This design comes from an exercise in tuning for small area, a short achievable clock period and few clock cycles on the open sky130 flow, not from production work. The RTL was checked by simulation tests, not by an equivalence proof against the original design.

==> flow/design.v <==
`timescale 1ns/10ps
module JAM (
    input CLK,
    input RST,
    output reg [2:0] W,
    output reg [2:0] J,
    input [6:0] Cost,
    output reg [3:0] MatchCount,
    output reg [9:0] MinCost,
    output reg Valid );
localparam S_PRE1 = 2'd0;    
localparam S_PRE2 = 2'd1;    
localparam S_SRCH = 2'd2;
localparam S_DONE = 2'd3;
integer i;
reg [1:0] state;
reg [6:0] u  [0:7];
reg [6:0] v  [0:7];
reg [2:0] ra [0:7];          
reg       pend;              
reg       p1v;               
reg       p1ph;              
reg [2:0] p1w, p1j;
reg       p2v, p2ph;
reg [2:0] p2w, p2j;
reg [6:0] creg;              
reg [6:0] m;                 
reg [2:0] ma;                
reg [6:0] uw2;               
reg [9:0] P  [0:7];          
reg [2:0] js [0:6];          
reg [7:0] used;              
reg       cvld;              
reg       cdone;             
reg       ev;
reg [2:0] ed, ec;
reg [7:0] eu;
reg [9:0] eK;                
reg [7:0] eT;                
reg       eneg;              
reg [2:0] efc;               
function [3:0] nextfree;     
    input [7:0] usedm;
    input [2:0] s;
    input [2:0] off;
    input       all;
    reg   [7:0] rot;
    reg   [3:0] r;
    integer k;
    begin
        for (k = 0; k < 8; k = k + 1) rot[k] = usedm[(s + k) & 7];
        r = 4'd0;
        for (k = 7; k >= 0; k = k - 1)
            if (!rot[k] && (all || k > off)) r = {1'b1, s + k[2:0]};
        nextfree = r;
    end
endfunction
wire [9:0] Pw  = P[W];
wire [6:0] uW  = u[W];
wire [6:0] vJ  = v[J];
wire [9:0] K   = Pw - uW - vJ;
wire [10:0] T  = {1'b0, MinCost} - {1'b0, K};
wire [2:0] W1  = W + 3'd1;
wire [3:0] fc  = nextfree(used | (8'd1 << J), ra[W1], 3'd0, 1'b1);
wire [2:0] sA  = ra[W];
wire [3:0] nA  = nextfree(used, sA, J - sA, 1'b0);
wire [2:0] Wm  = W - 3'd1;
wire [2:0] jp  = (W == 3'd0) ? 3'd0 : js[Wm];
wire [2:0] sB  = ra[Wm];
wire [7:0] uB  = used & ~(8'd1 << jp);
wire [3:0] nB  = nextfree(uB, sB, jp - sB, 1'b0);
wire       le    = {1'b0, Cost} <= eT;
wire       lt    = {1'b0, Cost} <  eT;
wire       acc   = ev && !eneg && le;
wire       leaf  = (ed == 3'd7);
wire       redir = acc && !leaf;
wire [9:0] sum   = eK + Cost;
wire [6:0] diff  = creg - uw2;
wire [6:0] cand  = p2ph ? diff : creg;
wire       first = p2ph ? (p2w == 3'd0) : (p2j == 3'd0);
wire       take  = first || cand < m;
wire [6:0] nmin  = take ? cand : m;
wire [2:0] narg  = take ? p2j : ma;
wire       lastc = p2ph ? (p2w == 3'd7) : (p2j == 3'd7);
always @(posedge CLK or posedge RST) begin
    if (RST) begin
        state <= S_PRE1;
        W <= 3'd0;
        J <= 3'd0;
        Valid <= 1'b0;
        p1v <= 1'b0;
        p2v <= 1'b0;
        pend <= 1'b0;
        cvld <= 1'b0;
        cdone <= 1'b0;
    end else begin
        p1v <= (state == S_PRE1) || (state == S_PRE2 && !pend);
        p2v <= p1v;
        case (state)
        S_PRE1: begin
            {W, J} <= {W, J} + 6'd1;
            if (W == 3'd7 && J == 3'd7) state <= S_PRE2;
        end
        S_PRE2: begin
            if (!pend) begin
                {J, W} <= {J, W} + 6'd1;
                if (W == 3'd7 && J == 3'd7) pend <= 1'b1;
            end
            if (p2v && p2ph && p2w == 3'd7 && p2j == 3'd7) begin
                state <= S_SRCH;
                W <= 3'd0;
                J <= ra[0];
                cvld <= 1'b1;
                cdone <= 1'b0;
            end
        end
        S_SRCH: begin
            if (redir) begin
                W <= ed + 3'd1;
                J <= efc[2:0];
                cvld <= 1'b1;
                cdone <= 1'b0;
            end else if (cdone) begin
                state <= S_DONE;
                Valid <= 1'b1;
            end else if (nA[3]) begin
                J <= nA[2:0];
                cvld <= 1'b1;
            end else if (W == 3'd0) begin
                cdone <= 1'b1;
                cvld <= 1'b0;
            end else if (nB[3]) begin
                W <= Wm;
                J <= nB[2:0];
                cvld <= 1'b1;
            end else begin
                W <= Wm;
                J <= jp;
                cvld <= 1'b0;
            end
        end
        default: ;
        endcase
    end
end
always @(posedge CLK) begin
    p1ph <= (state == S_PRE2);
    p1w <= W;
    p1j <= J;
    p2ph <= p1ph;
    p2w <= p1w;
    p2j <= p1j;
    creg <= Cost;
    uw2 <= u[p1w];
    if (p2v) begin
        m <= nmin;
        ma <= narg;
        if (lastc) begin
            if (!p2ph) begin
                u[p2w] <= nmin;
                ra[p2w] <= narg;
                P[0] <= (p2w == 3'd0) ? {3'd0, nmin} : P[0] + nmin;
            end else begin
                v[p2j] <= nmin;
                P[0] <= P[0] + nmin;
            end
        end
    end
    ev <= cvld && state == S_SRCH && !redir;
    ed <= W;
    ec <= J;
    eu <= used;
    eK <= K;
    eneg <= T[10];
    eT <= (T[9:8] != 2'd0) ? 8'hff : T[7:0];
    efc <= fc[2:0];
    if (state == S_PRE1 || state == S_PRE2) begin
        MinCost <= 10'h3ff;
        used <= 8'd0;
    end else begin
        if (acc && leaf) begin
            if (lt) begin
                MinCost <= sum;
                MatchCount <= 4'd1;
            end else begin
                MatchCount <= MatchCount + 4'd1;
            end
        end
        if (redir) begin
            js[ed] <= ec;
            P[ed + 3'd1] <= sum;
            used <= eu | (8'd1 << ec);
        end else if (!cdone && !nA[3] && W != 3'd0) begin
            used <= uB;
        end
    end
end
endmodule
clock: 6.0 ns
lec_check: 0
cap_margin: 20
core_margin: 2
core_utilization: 40
setup_slack_margin: 2.0
slew_margin: 20
run.sh (not shown) runs the stock make flow with config.mk's settings and CLKGATE_MAP_FILE= SYNTH_SCRIPT=/design/flow/synth_recipe.tcl, a recipe that flattens the netlist after the stock synthesis.
The baseline completed with no timing, DRC or antenna violations.
Testbench counts at the start, summed over its fixed seeds: cycles 8,372.
Change:
Settings changed: ABC_CLOCK_PERIOD_IN_PS set to 3000, SETUP_SLACK_MARGIN 2.0 to 2.5.
The changed run went through all stages and came out clean.
Fmax drops by 2.7%.
Critical path depth drops by 3.
Synthesized area is unchanged.

## separate check: timing with driven ports
The flow's constraints put no driver on any port. The routed layouts listed below were extracted and timed again, unchanged, in two steps.
Step 1, drivers: a clkbuf_16 drives CLK and a buf_2 each remaining input, both assumed.
Step 2 adds t to the input delays and takes it off the output delays; t is the mean of the earliest and latest rising clock arrival at the registers after step 1. Input paths then give back, and output paths get back, about the clock's delay inside the block.
Three values: ideal ports, drivers, drivers and shift; two values: the first two.
| run | t, ns | setup WS [ns] | worst register clock-pin slew, ns | cell pins on the clock port's net |
|---|---|---|---|---|
| the first run | 0.577 | 1.051 / 1.051 / 1.051 | 0.07 / 0.07 | 1 |
| the second run | 0.589 | 0.917 / 0.917 / 0.917 | 0.07 / 0.07 | 1 |
After both steps setup and hold are still met in every run listed.
